Source: an optimization exercise on an open RTL-to-GDS flow (aim: small area). Production flows keep margins and buffers that such runs may drop. Function was not checked in any run shown here: the RTL went through the layout flow alone. Power and IR drop assume default switching activity.

## standard.sh

```bash
#!/bin/bash
# synth_recipe.tcl (not shown) runs the flow's synth.tcl, then flattens the netlist and writes it again
# the make line also repeats each setting of config.mk as NAME=value (left out here)
make -C /OpenROAD-flow-scripts/flow DESIGN_CONFIG=/design/flow/config.mk WORK_HOME=/design/flow/orfs CLKGATE_MAP_FILE= SYNTH_SCRIPT=/design/flow/synth_recipe.tcl "${@:-finish}"
```

## flow/abc_area.script

```
strash
dch
amap
topo
```

## constraint.sdc

```tcl
create_clock -name core_clock -period 10.0 [get_ports {i_clk}]
set_input_delay 2.0000 -clock core_clock [delete_from_list [all_inputs] [get_ports {i_clk}]]
set_output_delay 2.0000 -clock core_clock [all_outputs]
set_load 0.01 [all_outputs]
```

## flow/run.sh

```bash
#!/bin/bash
# Standard ORFS layout, with the synthesis's ABC step run on an area-only
# script (flow/abc_area.script: choice + amap, no buffering or upsizing).
# The synthesis is otherwise the standard flow's own (synth_recipe.tcl), so the
# registers are the standard synthesis's.
set -euo pipefail
W=$PWD
rm -rf "$W/myscripts"
cp -r "$FLOW_HOME/scripts" "$W/myscripts"
cp "$W/flow/abc_area.script" "$W/myscripts/abc_area.script"
bash standard.sh SCRIPTS_DIR="$W/myscripts" ABC_AREA=1 synth > "$W/synth.log" 2>&1
bash standard.sh finish > "$W/layout.log" 2>&1
```

## design.v

```verilog
`timescale 1ns / 1ps
module top_module(
    input i_clk,
    input i_reset_btn,
    input i_wr_btn,
    input i_val_inc_btn,
    input i_val_dec_btn,
    input i_sel_inc_btn,
    input i_sel_dec_btn,
    output o_rs,
    output o_e,
    output [7:0] o_d
    );
    wire rst = ~i_reset_btn;
    reg [3:0] P;
    reg [3:0] a;
    reg [5:0] b;
    reg [1:0] q;
    reg [1:0] m;
    reg [3:0] R0, R1, R2, R3;
    reg [3:0] h;                 
    reg pm;
    reg C;
    reg wr;
    reg [1:0] sel;
    reg [4:0] d1, d2, d3;
    wire [4:0] pr;               
    wire a12   = a[3] & a[2];
    wire wrap  = a12 & b[4] & b[3] & b[2];            
    wire at448 = wrap & ~b[0];                       
    wire e_tk  = a12 & b[4] & b[3] & ~b[2] & b[1] & b[0];    
    wire b34   = b[5] & b[1];
    wire f_ev  = at448 & (P == 4'd13);
    wire mA   = (m == 2'b00);
    wire g12  = mA & (q != 2'd0);
    wire g3   = mA & (q == 2'd0);
    assign pr = d2 & ~d3;
    wire edit_req = wr & (pr[1] | pr[2]);
    wire run_req  = (q == 2'd0) & ~wr;
    wire inc = ~e_tk | pr[1];
    wire units = P[0];
    wire wmax = units ? (R3 == 4'd9) : (R3[2:0] == 3'd5);
    wire w = inc ? wmax : (R3 == 4'd0);
    wire [3:0] rdn = w ? (inc ? 4'd0 : (units ? 4'd9 : 4'd5)) : (inc ? R3 + 1'b1 : R3 - 1'b1);
    wire [3:0] rnew = rst ? 4'd0 : ((C & P[3]) ? rdn : R3);
    wire hh11 = (h == 4'd11);
    wire hh_en = (P == 4'd7) & (e_tk ? (edit_req & (sel == 2'd2)) : C);
    wire pm_en = (P == 4'd7) & (e_tk ? (edit_req & (sel == 2'd3)) : (C & hh11));
    always @(posedge i_clk) begin
        if (rst) begin d1 <= 0; d2 <= 0; d3 <= 0; end else if (f_ev) begin
            d1 <= ~{i_sel_dec_btn, i_sel_inc_btn, i_val_dec_btn, i_val_inc_btn, i_wr_btn};
            d2 <= d1;
            d3 <= d2;
        end
        R0 <= rnew;
        R1 <= R0;
        R2 <= R1;
        R3 <= R2;
        if (rst) begin
            P <= 4'd15;
            a <= 4'd12;
            b <= 6'd29;
            q <= 2'd0;
            m <= 2'd0;
            h <= 4'd0;
            pm <= 1'b0;
            C <= 1'b0;
            wr <= 1'b0;
            sel <= 2'd0;
        end else begin
            P <= P - 1'b1;
            if (P == 4'd0) begin
                if (wrap) begin
                    a <= 4'd0;
                    b <= 6'd0;
                    q <= (q == 2'd2) ? 2'd0 : q + 1'b1;
                end else if (b34) begin
                    a <= a + 1'b1;
                    b <= 6'd0;
                end else
                    b <= b + 1'b1;
            end
            if (f_ev) begin
                wr <= wr ^ pr[0];
                if (pr[3]) sel <= sel + 1'b1;
                else if (pr[4]) sel <= sel - 1'b1;
                if (m != 2'd0) m <= {1'b1, edit_req};
                else m <= {1'b0, q == 2'd0};
            end
            case (P)
                4'd12: begin
                    C <= e_tk ? (edit_req & (sel == 2'd0)) : (at448 & run_req);
                    if (at448 & run_req & m[1]) m[0] <= 1'b1;
                end
                4'd11, 4'd9: C <= C & w;
                4'd10: C <= e_tk ? (edit_req & (sel == 2'd1)) : (C & w);
                4'd8: C <= ~e_tk & C & w;
                4'd7: C <= 1'b0;
                default: ;
            endcase
            if (hh_en) begin
                if (inc) h <= hh11 ? 4'd0 : h + 1'b1;
                else h <= (h == 4'd0) ? 4'd11 : h - 1'b1;
            end
            if (pm_en) pm <= ~pm;
        end
    end
    wire [1:0] slot = {a[3] | a[1], a[3] | (a[0] & ~a[1])};
    wire [1:0] stg = slot + ~P[1:0];
    reg [3:0] rd;
    always @(*) begin
        case (stg)
            2'd0: rd = R0;
            2'd1: rd = R1;
            2'd2: rd = R2;
            default: rd = R3;
        endcase
    end
    wire hh_t = h[3] & h[1];
    wire [3:0] hh_u = {h[3] & ~hh_t, h[2:1] & {2{~hh_t}}, h[0]};
    wire [3:0] D = (~a[3] & ~a[2]) ? (a[1] ? hh_u : {3'd0, hh_t}) : rd;
    wire a0   = (a == 4'd0);
    wire a_ch = ~a0 & ~a12;                          
    wire mB   = (m == 2'b01);
    wire mN1  = (m == 2'b11);
    wire w_char = a_ch & ((mB & (b == 6'd5)) | (mN1 & (b == 6'd0)));
    wire w_set  = a0 & ((mB & (b == 6'd6)) | (mN1 & (b == 6'd1)));
    wire w_pu   = mA & (((q == 2'd1) & (((a == 4'd0) & ((b == 6'd0) | (b == 6'd33))) |
                                        ((a == 4'd1) & (b == 6'd30)) |
                                        ((a == 4'd2) & (b == 6'd27)))) |
                        ((q == 2'd0) & (a == 4'd12) & (b == 6'd3)));
    wire wt = w_char | w_set | w_pu;
    assign o_e = wt & P[3] & (P[2:0] != 3'd7);
    assign o_rs = ~mA & ~a0;
    reg [7:0] d;
    always @(*) begin
        if (mA) begin
            case (a)
                4'd0: d = 8'h38;
                4'd1: d = 8'h0c;
                4'd2: d = 8'h01;
                default: d = 8'h06;
            endcase
        end else begin
            case (a)
                4'd0: d = 8'h80;
                4'd3, 4'd6: d = 8'h3a;
                4'd9: d = 8'h20;
                4'd10: d = pm ? 8'h50 : 8'h41;
                4'd11: d = 8'h4d;
                default: d = {4'h3, D};
            endcase
        end
    end
    assign o_d = d;
endmodule
```

## config.mk

```make
export PLATFORM = sky130hd
export DESIGN_NAME = top_module
export DESIGN_NICKNAME = top_module
export VERILOG_FILES = /design/flow/design.v
export SDC_FILE = /design/flow/constraint.sdc
export NUM_CORES = 4
export LEC_CHECK = 0
export CAP_MARGIN = 20
export CORE_MARGIN = 2
export CORE_UTILIZATION = 40
export SLEW_MARGIN = 20
```

==> summary.txt, run 1 <==
Finish
  – Commonest non-fill, non-tap cell in the layout: nor2_1
  – Layout cells sized above 1: under 10%
  – Nets@finish: ~450
  – Layout area overhead: 17.2%
  – Commonest non-fill, non-tap cells in the layout: 80 x nor2_1, 58 x dfxtp_1, 54 x clkinv_1
  – Fin util: just under 50%
  – # diodes: 0

Timing
  – Final Skew: ~0.014 ns
  – Fmax: around 0.17 GHz
  – Final worst setup slack: between 4 and 5 ns
  – Slew HR: between 50 and 60%
  – Period utilization: 57.4%
  – Unrepaired setup endpoints after global routing: no
  – Setup_tns: 0 ns
  – Setup violators final: 0
  – Count of pins over their slew limit: 0
  – Worst slew pin tran: 0.691 ns
  – Final Hold Vio Count: 0
  – Crit path time final: approximately 5.7 ns

Setup path
  – Setup CP Type: reg -> out
  – Worst path required time: roughly 8 ns
  – Setup crit start kind: flop
  – CP Max Fanout: 7
  – Element type at the critical path end: output pin
  – Crit path arrival time: between 3 and 4 ns

Placement
  – Gp weighted congestion: 0.910
  – Post-DP HPWL: between 5 and 6 mm
  – Pre-CTS setup slack: between 4 and 5 ns
  – Port bufs: 16

Logic synthesis
  – Mapped Cells: a little under 400
  – Cell variety after synth: 35
  – EDFF count, synth: 0
  – Async SR Flop Fraction: 0%
  – Top cells by area, synth: dfxtp_1 38%, nor2_1 9.9%, ha_1 8.7%
  – Synth Cell Area: roughly 3000 um2
  – Largest area contributor in the netlist: dfxtp_1
  – Post-Syn Area per Cell: between 7 and 8 um2
  – Post-synth top flop: dfxtp_1
  – Post-synthesis sequential area ratio: 38.3%
  – Syn nets: between 400 and 500
  – Synth top area share: 38.3%
  – Synth warn: 1
  – Seq cells post-synth: 58

Global routing
  – Gr usage total: 19.0%
  – Total congestion overflow: 0
  – Largest net degree at the start of global routing: 26
  – Number of global-route vias before repair: roughly 2700
  – Antenna violations before repair: 0
  – First-pass GRT wire length: around 13 mm

Detailed routing
  – Via density per instance: between 5 and 6
  – DR iter-0 viols: 123
  – Routed wire per std cell: between 10 and 15 um
  – Detailed Routing Iterations Pass 1: 4
  – Total number of vias: a little under 3000
  – Drc violations: 0
  – Final ANT Viol Nets: 0
  – Drt total wl: roughly 7.5 mm

Run
  – Max-cap violations: 0

Die
  – Core Region: 7290 um2
  – Die area: 8280 um2
  – Width of the chip: between 90 and 100 um
  – Die H: approximately 90 um
  – Ports: 17
  – Num rows: 31
  – Initial Util: 41.5%

Clock tree
  – Clock-pin slew on the worst setup and hold paths: about 0.070 ns
  – Clock sink count: 58
  – Hold buffer count at cts: 0
  – Setup Fix Bufs, Post-CTS: 0
  – Post-cts sizing count: 0
  – Worst skew pair latency: approximately 0.34 ns
  – Total CTS buffers: 9
  – Root buffer cell: clkbuf_8
  – Worst-case clock buffer depth: 2
  – # H-tree levels: 3
  – CTS tree: done

Hold path
  – Worst hold path type: reg -> reg

Outcome
  – Status: no timing/DRC/antenna violations

Power
  – Peak supply drop: between 0.00007 and 0.00008 V
  – Pleak: 0.00125 uW
  – P per Cell Area: about 140 nW/um2
## cells in the mapped netlist (2+ instances only)
cell type,count
a211o_1,2
a211oi_1,13
a21oi_1,33
a221oi_1,3
a222oi_1,4
a22oi_1,6
a31oi_1,5
a32oi_1,3
clkinv_1,54
dfxtp_1,58
ha_1,21
nand2_1,27
nand3_1,10
nand4_1,2
nor2_1,80
nor3_1,9
nor4_1,5
o211ai_1,2
o21a_1,2
o21ai_0,25
o221a_1,5
o221ai_1,4
o22ai_1,8
o32a_1,2
o32ai_1,2
## state kept, by name, indices dropped and copies added, names as in the netlist
name and cells:
h 4, R2 4, R1 4, P 4, m 2, R3 4
d1 5, wr 1, sel 2, C 1, R0 4, d2 5
a 4, d3 5, pm 1, q 2, b 6
## critical path, cell delays in order (launching register included)
cell             delay, ns
dfxtp_1               0.42
clkinv_1              0.25
ha_1                  0.29
or2_0                 0.21
ha_1                  0.19
o21ai_0               0.32
clkinv_1              0.16
nor2_1                0.22
a222oi_1              0.14
a221oi_1              0.30
o21bai_1              0.11
a32oi_1               0.22
clkdlybuf4s50_1       0.57
## power breakdown
group / total, uW / internal (uW) / switching [uW]
sequential: 243 / 237 / 6.16
clock: 220 / 117 / 103
combinational: 29.9 / 12.1 / 17.8
## layer usage
layer | part of all wire, % | track usage, %
met1 | 47 | 24.4
met2 | 48 | 30.7
met3 | 3.0 | 4.48
met4 | 2.4 | 7.58
met5 | 0 | 0
## stage by stage
stage	cell area (um2)	instances	hold WS, ns	total power, uW
after global routing	3550	530	0.366	516
after detailed placement	3350	514	0.344	279
after floorplan	3030	395	0.330	267
after CTS	3550	530	0.357	502
after global placement	3350	514	0.348	278
final	3550	530	0.354	493
## cells by family (layout without fill, tap and decap cells)
| logic type | after synthesis | after routing | share of synthesized area, % |
|---|---|---|---|
| flops | 58 | 58 | 38.3 |
| compound gates | 123 | 123 | 27.0 |
| fa+ha+maj | 21 | 21 | 8.68 |
| buf+inv | 54 | 90 | 6.69 |
| simple gates | 139 | 139 | 19.3 |
## path summary, 6_finish.rpt
kind / slack (ns) / cells past startpoint / from / end
max: 4.26 / 12 / a[1] / o_d[3]
min: 0.35 / 0 / R1[0] / R2[0]
max reg2reg: 6.11 / 15 / a[3] / R0[2]
min reg2reg: 0.35 / 0 / R1[0] / R2[0]
## cell type report
cell class / count / area (um2)
Fill cell: 783 / 3740
Multi-Input combinational cell: 283 / 1670
Sequential cell: 58 / 1160
Inverter: 54 / 203
Timing Repair Buffer: 20 / 190
Clock buffer: 9 / 124
Tap cell: 99 / 124
Clock inverter: 7 / 77.6
==> inputs of run 2 (changes only) <==
==> flow/run.sh (replaced) <==
#!/bin/bash
# Standard ORFS layout with three changes that only affect cell area:
#  - synthesis's ABC step runs an area-only script (flow/abc_area.script:
#    choice + amap, no buffering or upsizing); the synthesis is otherwise
#    the standard flow's own (synth_recipe.tcl), so the registers are the standard ones;
#  - ports are buffered (as standard) but with the smallest buffer;
#  - CTS uses small clock buffers and no dummy loads.
set -euo pipefail
W=$PWD
rm -rf "$W/myscripts"
cp -r "$FLOW_HOME/scripts" "$W/myscripts"
cp "$W/flow/abc_area.script" "$W/myscripts/abc_area.script"
bash standard.sh SCRIPTS_DIR="$W/myscripts" ABC_AREA=1 synth > "$W/synth.log" 2>&1
bash standard.sh "BUFFER_PORTS_ARGS=-buffer_cell sky130_fd_sc_hd__buf_1" \
  "CTS_ARGS=-sink_clustering_enable -repair_clock_nets -dont_use_dummy_load -buf_list sky130_fd_sc_hd__clkbuf_4 -root_buf sky130_fd_sc_hd__clkbuf_4 -sink_clustering_size 30" \
  finish > "$W/layout.log" 2>&1
==> run 2 against run 1 <==
Effect of this change: final area shrank 6.8%; critical path depth is the same; die area is the same; highest routed layer unchanged; sequential power is essentially flat; fmax grew 6.3%; via count is essentially flat; clock skew grew 0.019 ns; power shrank 21%; hold slack gained 0.0077 ns; count of clock-buffer cells in the layout is the same.
==> summary.txt, run 2 <==
Die
  – Initial Util: 41.5% (unchanged)
  – Num rows: 31 (unchanged)
  – Width of the chip: 91.0 um (unchanged)
  – Die area: 8280 um2 (unchanged)
  – Ports: 17 (unchanged)
  – Die H: 91.0 um (unchanged)
  – Core Region: 7290 um2 (unchanged)

Timing
  – Unrepaired setup endpoints after global routing: no (unchanged)
  – Count of pins over their slew limit: 0 (unchanged)
  – Slew HR: 53.6% (about the same)
  – Setup_tns: 0 ns (unchanged)
  – Period utilization: 54.0% (was 57.4%)
  – Final Hold Vio Count: 0 (unchanged)
  – Worst slew pin tran: 0.694 ns (was 0.691 ns)
  – Setup violators final: 0 (unchanged)
  – Final worst setup slack: 4.60 ns (was 4.26 ns)
  – Crit path time final: 5.40 ns (was 5.74 ns)
  – Hold slack final: 0.362 ns (was 0.354 ns)
  – Fmax: 0.185 GHz (was 0.174 GHz)
  – Final Skew: 0.0335 ns (was 0.0145 ns)

Logic synthesis
  – Largest area contributor in the netlist: dfxtp_1 (unchanged)
  – Cell variety after synth: 35 (unchanged)
  – Top cells by count, synth: 80 x nor2_1, 58 x dfxtp_1, 54 x clkinv_1 (unchanged)
  – Syn nets: 423 (unchanged)
  – Seq cells post-synth: 58 (unchanged)
  – Post-Syn Area per Cell: 7.67 um2 (unchanged)
  – Synth warn: 1 (unchanged)
  – Synth top area share: 38.3% (unchanged)
  – Post-synth top flop: dfxtp_1 (unchanged)
  – Post-synthesis sequential area ratio: 38.3% (unchanged)
  – Mapped Cells: 395 (unchanged)
  – Async SR Flop Fraction: 0% (unchanged)
  – EDFF count, synth: 0 (unchanged)
  – Most common cell in the netlist: nor2_1 (unchanged)
  – Top cells by area, synth: dfxtp_1 38%, nor2_1 9.9%, ha_1 8.7% (unchanged)
  – Synth Cell Area: 3030 um2 (unchanged)

Power
  – Combinational power share: 7.4% (was 6.1%)
  – Pleak: 0.00114 uW (was 0.00125 uW)
  – Sw power: 101 uW (was 127 uW)
  – P per Cell Area: 118 nW/um2 (was 139 nW/um2)
  – Flop pwr share: 62.5% (was 49.4%)
  – Peak supply drop: 0.0000634 V (was 0.0000782 V)
  – Design internal power: 290 uW (was 366 uW)
  – Clock share of power: 30.1% (was 44.6%)
  – Sw frac: 25.8% (was 25.7%)

Setup path
  – FF-to-FF Start: a[3] (unchanged)
  – Critical path origin: a[1] (unchanged)
  – Element type at the critical path end: output pin (unchanged)
  – Setup CP Type: reg -> out (unchanged)
  – Worst path required time: 8.00 ns (about the same)
  – Crit path arrival time: 3.40 ns (was 3.74 ns)
  – Setup crit start kind: flop (unchanged)
  – R2R depth: 15 (unchanged)
  – CP Max Fanout: 7 (unchanged)

Finish
  – Layout cells sized above 1: 3.07% (was 4.87%)
  – Most flops, register: b (unchanged)
  – Commonest non-fill, non-tap cell in the layout: nor2_1 (unchanged)
  – Max reg flops: 6 (unchanged)
  – Layout area overhead: 9.26% (was 17.2%)
  – Commonest non-fill, non-tap cells in the layout: 80 x nor2_1, 58 x dfxtp_1, 54 x clkinv_1 (unchanged)
  – Nets@finish: 453 (was 454)
  – Design area: 3310 um2 (was 3550 um2)
  – Post-Layout Cell Count: 522 (was 530)
  – # diodes: 0 (unchanged)

Global routing
  – Gr usage total: 18.7% (was 19.0%)
  – Number of global-route vias before repair: 2649 (was 2656)
  – Largest net degree at the start of global routing: 26 (unchanged)
  – Total congestion overflow: 0 (unchanged)
  – Antenna violations before repair: 0 (unchanged)
  – First-pass GRT wire length: 12.4 mm (was 12.8 mm)

Clock tree
  – Post-cts sizing count: 0 (unchanged)
  – Worst skew pair latency: 0.41 ns (was 0.34 ns)
  – Total CTS buffers: 9 (unchanged)
  – Worst-case clock buffer depth: 2 (unchanged)
  – Setup Fix Bufs, Post-CTS: 0 (unchanged)
  – Clock sink count: 58 (unchanged)
  – # H-tree levels: 3 (unchanged)
  – Root buffer cell: clkbuf_4 (was clkbuf_8)
  – Clock-pin slew on the worst setup and hold paths: 0.08 ns (was 0.07 ns)
  – CTS tree: done (unchanged)
  – Hold buffer count at cts: 0 (unchanged)

Outcome
  – Status: no timing/DRC/antenna violations (unchanged)

Detailed routing
  – Detailed Routing Iterations Pass 1: 4 (unchanged)
  – Routed wire per std cell: 14.1 um (about the same)
  – Total number of vias: 2887 (was 2885)
  – DR iter-0 viols: 131 (was 123)
  – Drc violations: 0 (unchanged)
  – Final ANT Viol Nets: 0 (unchanged)
  – Drt total wl: 7.38 mm (was 7.47 mm)
  – Via density per instance: 5.53 (was 5.44)

Placement
  – Placed Cells: 513 (was 514)
  – Port bufs: 16 (unchanged)
  – Post-DP HPWL: 5.49 mm (was 5.56 mm)
  – Placed instance area: 3240 um2 (was 3350 um2)
  – Gp weighted congestion: 0.855 (was 0.910)
  – Pre-CTS setup slack: 5.05 ns (was 4.64 ns)

Hold path
  – Hold-critical path depth: 0 (unchanged)
  – Hold_sp: R1[1] (was R1[0])
  – Worst hold path type: reg -> reg (unchanged)

Run
  – Max-cap violations: 0 (unchanged)
run 2: cell counts after synthesis:
No cell type changed its count.
run 2: logic make-up after synthesis:
family,Yosys count,share of synthesized area [%]
and+or+nand+nor,139,19.3
AOI/OAI and AO/OA,123,27.0
DFF,58,38.3
buffers and inverters,54,6.69
adders and majority gates,21,8.68
run 2: power groups by stage:
| stage | registers (uW) | clock network [uW] | logic (uW) |
|---|---|---|---|
| after global routing | 245 | 132 | 32.4 |
| after detailed placement | 249 | 0 | 28.5 |
| after CTS | 244 | 122 | 28.7 |
| after floorplan | 247 | 0 | 20.2 |
| final | 244 | 118 | 29.0 |
| after global placement | 249 | 0 | 27.7 |
run 2: routing by layer:
layer	track usage (%)	wire [um]	vias up
li1	-	-	1487
met1	23.2	3460	1317
met2	29.8	3450	65
met3	5.39	302	18
met4	8.71	170	0
met5	0	0	-
run 2: critical path: stages (launching register included):
cell and delay [ns]:
dfxtp_1 0.42, clkinv_1 0.23, ha_1 0.27, or2_0 0.21
ha_1 0.19, o21ai_0 0.33, clkinv_1 0.14, nor2_1 0.24
a222oi_1 0.14, a221oi_1 0.30, o21bai_1 0.11, a32oi_1 0.25
buf_1 0.18
run 2: worst paths after layout:
path | to | slack, ns
max | o_d[3] | 4.60
max reg2reg | R0[2] | 6.24
min reg2reg | R2[1] | 0.36
min | R2[1] | 0.36
run 2: area by class of cell:
cell class | count | area, um2
Clock buffer | 9 | 67.6
Fill cell | 773 | 3980
Inverter | 54 | 203
Multi-Input combinational cell | 283 | 1670
Sequential cell | 58 | 1160
Tap cell | 99 | 124
Timing Repair Buffer | 19 | 82.6
run 2: stage by stage:
stage                     power, uW  util (%)
after detailed placement        278      44.4
after floorplan                 267         -
after global routing            409      45.4
after CTS                       395      45.4
after global placement          276      44.4
final                           390      45.4
==> inputs of run 3 (changes only) <==
--- a/flow/run.sh
+++ b/flow/run.sh
@@ -14,3 +14,3 @@
 bash standard.sh "BUFFER_PORTS_ARGS=-buffer_cell sky130_fd_sc_hd__buf_1" \
-  "CTS_ARGS=-sink_clustering_enable -repair_clock_nets -dont_use_dummy_load -buf_list sky130_fd_sc_hd__clkbuf_4 -root_buf sky130_fd_sc_hd__clkbuf_4 -sink_clustering_size 30" \
+  "CTS_ARGS=-sink_clustering_enable -repair_clock_nets -dont_use_dummy_load -buf_list sky130_fd_sc_hd__clkbuf_2 -root_buf sky130_fd_sc_hd__clkbuf_8 -sink_clustering_size 12" \
   finish > "$W/layout.log" 2>&1
==> run 3 against run 2 <==
Effect of this change: via count fell by 1.4%; sequential share of layout area shrank 0.59 points; global-route usage increased by 0.11 points; cell count is the same; critical path depth is the same; clock skew decreased by 0.013 ns; hold slack got worse by 0.0051 ns; highest routed layer unchanged.
==> summary.txt, run 3 <==
Global routing
  – Gr usage total: 18.8% (was 18.7%)
  – Number of global-route vias before repair: 2622 (was 2649)
  – Antenna violations before repair: 0 (unchanged)
  – Total congestion overflow: 0 (unchanged)
  – First-pass GRT wire length: 12.4 mm (about the same)
  – Largest net degree at the start of global routing: 26 (unchanged)

Clock tree
  – CTS tree: done (unchanged)
  – Worst skew pair latency: 0.34 ns (was 0.41 ns)
  – # H-tree levels: 3 (unchanged)
  – Setup Fix Bufs, Post-CTS: 0 (unchanged)
  – Clock sink count: 58 (unchanged)
  – Worst-case clock buffer depth: 2 (unchanged)
  – Total CTS buffers: 9 (unchanged)
  – Root buffer cell: clkbuf_8 (was clkbuf_4)
  – Post-cts sizing count: 0 (unchanged)
  – Hold buffer count at cts: 0 (unchanged)
  – Clock-pin slew on the worst setup and hold paths: 0.05 ns (was 0.08 ns)

Detailed routing
  – Drt total wl: 7.42 mm (was 7.38 mm)
  – Total number of vias: 2846 (was 2887)
  – Routed wire per std cell: 14.2 um (was 14.1 um)
  – Via density per instance: 5.45 (was 5.53)
  – Drc violations: 0 (unchanged)
  – Detailed Routing Iterations Pass 1: 5 (was 4)
  – DR iter-0 viols: 159 (was 131)
  – Final ANT Viol Nets: 0 (unchanged)

Setup path
  – Critical path buffer and inverter count: 3 (unchanged)
  – Setup CP Type: reg -> out (unchanged)
  – Element type at the critical path end: output pin (unchanged)
  – Crit-path cells: clkinv_1, ha_1, or2_0, ha_1, o21ai_0, clkinv_1, nor2_1, a222oi_1, a221oi_1, o21bai_1, a32oi_1, buf_1 (unchanged)
  – Worst path required time: 8.00 ns (about the same)
  – CP Max Fanout: 7 (unchanged)
  – Setup crit start kind: flop (unchanged)
  – Crit path arrival time: 3.36 ns (was 3.40 ns)
  – CP top delay family: compound AO/OA/AOI/OAI gates (unchanged)
  – Critical Path Slowest Stage Cell: dfxtp_1 (unchanged)
  – Maximum single-stage delay on the critical path: 0.42 ns (about the same)

Finish
  – Most flops, register: b (unchanged)
  – Commonest non-fill, non-tap cells in the layout: 80 x nor2_1, 58 x dfxtp_1, 54 x clkinv_1 (unchanged)
  – Register area: 1160 um2 (unchanged)
  – Layout cells sized above 1: 3.07% (unchanged)
  – Layout area overhead: 11.1% (was 9.26%)
  – Nets@finish: 453 (unchanged)
  – Max reg flops: 6 (unchanged)
  – Layout filler cell count: 768 (was 773)
  – Commonest non-fill, non-tap cell in the layout: nor2_1 (unchanged)
  – Multi-input gate area: 1670 um2 (unchanged)
  – Fin util: 46.1% (was 45.4%)
  – # diodes: 0 (unchanged)

Logic synthesis
  – Synth warn: 1 (unchanged)
  – Post-synth top flop: dfxtp_1 (unchanged)
  – Async SR Flop Fraction: 0% (unchanged)
  – Most common cell in the netlist: nor2_1 (unchanged)
  – Synth top area share: 38.3% (unchanged)
  – Post-Syn Area per Cell: 7.67 um2 (unchanged)
  – EDFF count, synth: 0 (unchanged)
  – Top cells by count, synth: 80 x nor2_1, 58 x dfxtp_1, 54 x clkinv_1 (unchanged)
  – Cell variety after synth: 35 (unchanged)
  – Largest area contributor in the netlist: dfxtp_1 (unchanged)
  – Top cells by area, synth: dfxtp_1 38%, nor2_1 9.9%, ha_1 8.7% (unchanged)
  – Mapped Cells: 395 (unchanged)
  – Post-synthesis sequential area ratio: 38.3% (unchanged)
  – Syn nets: 423 (unchanged)
  – Synth Cell Area: 3030 um2 (unchanged)
  – Seq cells post-synth: 58 (unchanged)

Power
  – Peak supply drop: 0.0000860 V (was 0.0000634 V)
  – Pleak: 0.00117 uW (was 0.00114 uW)
  – P per Cell Area: 129 nW/um2 (was 118 nW/um2)

Run
  – Max-cap violations: 0 (unchanged)

Timing
  – Final worst setup slack: 4.64 ns (was 4.60 ns)
  – Worst slew pin tran: 0.681 ns (was 0.694 ns)
  – Setup violators final: 0 (unchanged)
  – Slew HR: 54.4% (was 53.6%)
  – Unrepaired setup endpoints after global routing: no (unchanged)
  – Setup_tns: 0 ns (unchanged)
  – Final Skew: 0.0206 ns (was 0.0335 ns)
  – Count of pins over their slew limit: 0 (unchanged)
  – Final Hold Vio Count: 0 (unchanged)
  – Fmax: 0.187 GHz (was 0.185 GHz)
  – Hold slack final: 0.357 ns (was 0.362 ns)
  – Crit path time final: 5.36 ns (was 5.40 ns)
  – Period utilization: 53.6% (was 54.0%)

Outcome
  – Status: no timing/DRC/antenna violations (unchanged)

Placement
  – Post-DP HPWL: 5.49 mm (unchanged)
  – Pre-CTS setup slack: 5.05 ns (unchanged)
  – Port bufs: 16 (unchanged)
  – Gp weighted congestion: 0.855 (unchanged)

Die
  – Width of the chip: 91.0 um (unchanged)
  – Initial Util: 41.5% (unchanged)
  – Num rows: 31 (unchanged)
  – Die area: 8280 um2 (unchanged)
  – Core Region: 7290 um2 (unchanged)
  – Ports: 17 (unchanged)
  – Die H: 91.0 um (unchanged)

Hold path
  – Worst hold path type: reg -> reg (unchanged)
-- run 3: final cells by class --
type	count	share of cell area [%]
clock buffer	9	3.68
inverter	54	6.02
multi-input combinational	283	49.6
sequential	58	34.5
tap	99	3.68
timing repair buffer	19	2.45
-- run 3: per-stage QoR --
| step | total power [uW] | instance area, um2 | std cells |
|---|---|---|---|
| global route | 452 | 3360 | 522 |
| detailed placement | 278 | 3240 | 513 |
| global placement | 276 | 3240 | 513 |
| finish | 434 | 3360 | 522 |
| floorplan | 267 | 3030 | 395 |
| CTS | 438 | 3360 | 522 |
-- run 3: worst register-to-register path: stages (launching register included) --
cell and delay (ns):
dfxtp_1 0.46, clkinv_1 0.18, nor2_1 0.21, nand3_1 0.12, nor3_1 0.55, clkinv_1 0.31
nor2_1 0.52, clkinv_1 0.36, nor2_1 0.21, a21oi_1 0.06, ha_1 0.18, nor2_1 0.13
nor2_1 0.06, a21oi_1 0.11, a21oi_1 0.09, a211oi_1 0.18
-- run 3: report_power, final --
group	leakage, uW	switching [uW]	total (uW)	internal (uW)
combinational	0.000632	18.4	29.0	10.6
sequential	0.000469	6.62	244	238
clock	0.0000647	80.5	160	79.8
-- run 3: path summary, 6_finish.rpt --
check / from / slack (ns) / cells past startpoint / endpoint
hold / removal: R1[1] / 0.36 / 0 / R2[1]
setup / recovery: a[1] / 4.64 / 12 / o_d[3]
setup reg to reg: a[3] / 6.18 / 15 / R0[2]
hold reg to reg: R1[1] / 0.36 / 0 / R2[1]
-- run 3: kinds of logic (layout without fill, tap and decap cells) --
family / after synthesis / after routing / synth area share, %
compound gates: 123 / 123 / 27.0
simple gates: 139 / 139 / 19.3
buf+inv: 54 / 82 / 6.69
fa+ha+maj: 21 / 21 / 8.68
flops: 58 / 58 / 38.3
-- run 3: routing by layer --
layer | vias to the layer above | global-route usage (%) | part of all wire (%) | wire (um)
met1 | 1293 | 23.3 | 48 | 3540
li1 | 1491 | - | - | -
met5 | - | 0 | 0 | 0
met4 | 0 | 9.47 | 1.9 | 140
met2 | 46 | 30.0 | 47 | 3520
met3 | 16 | 4.81 | 2.9 | 216

-- static timing again, ports no longer ideal --
How much do the figures lean on ideal ports? The routed layouts below were timed once more, with nothing changed but the port constraints.
Step 1 (the two cells are an assumption about what drives the block):
set clk [get_ports {i_clk}]
set_driving_cell -lib_cell sky130_fd_sc_hd__clkbuf_16 $clk
set_driving_cell -lib_cell sky130_fd_sc_hd__buf_2 [delete_from_list [all_inputs] $clk]
Step 2 times the ports against the registers' clock, not the clock port: input delays grow and output delays shrink by t, the midpoint of the rising clock arrivals with the driver on.
Slacks: no drivers / after step 1 / after step 2; pairs: no drivers / after step 1.
run	t, ns	slack for setup (ns)	worst setup path at the end	clock arrival spread, ns
run 1	0.361	4.263 / 4.233 / 4.594	register to output	0.014 / 0.014
run 2	0.424	4.603 / 4.576 / 5.000	register to output	0.033 / 0.034
run 3	0.357	4.639 / 4.609 / 4.966	register to output	0.020 / 0.021
After both steps setup and hold are still met in every run listed.
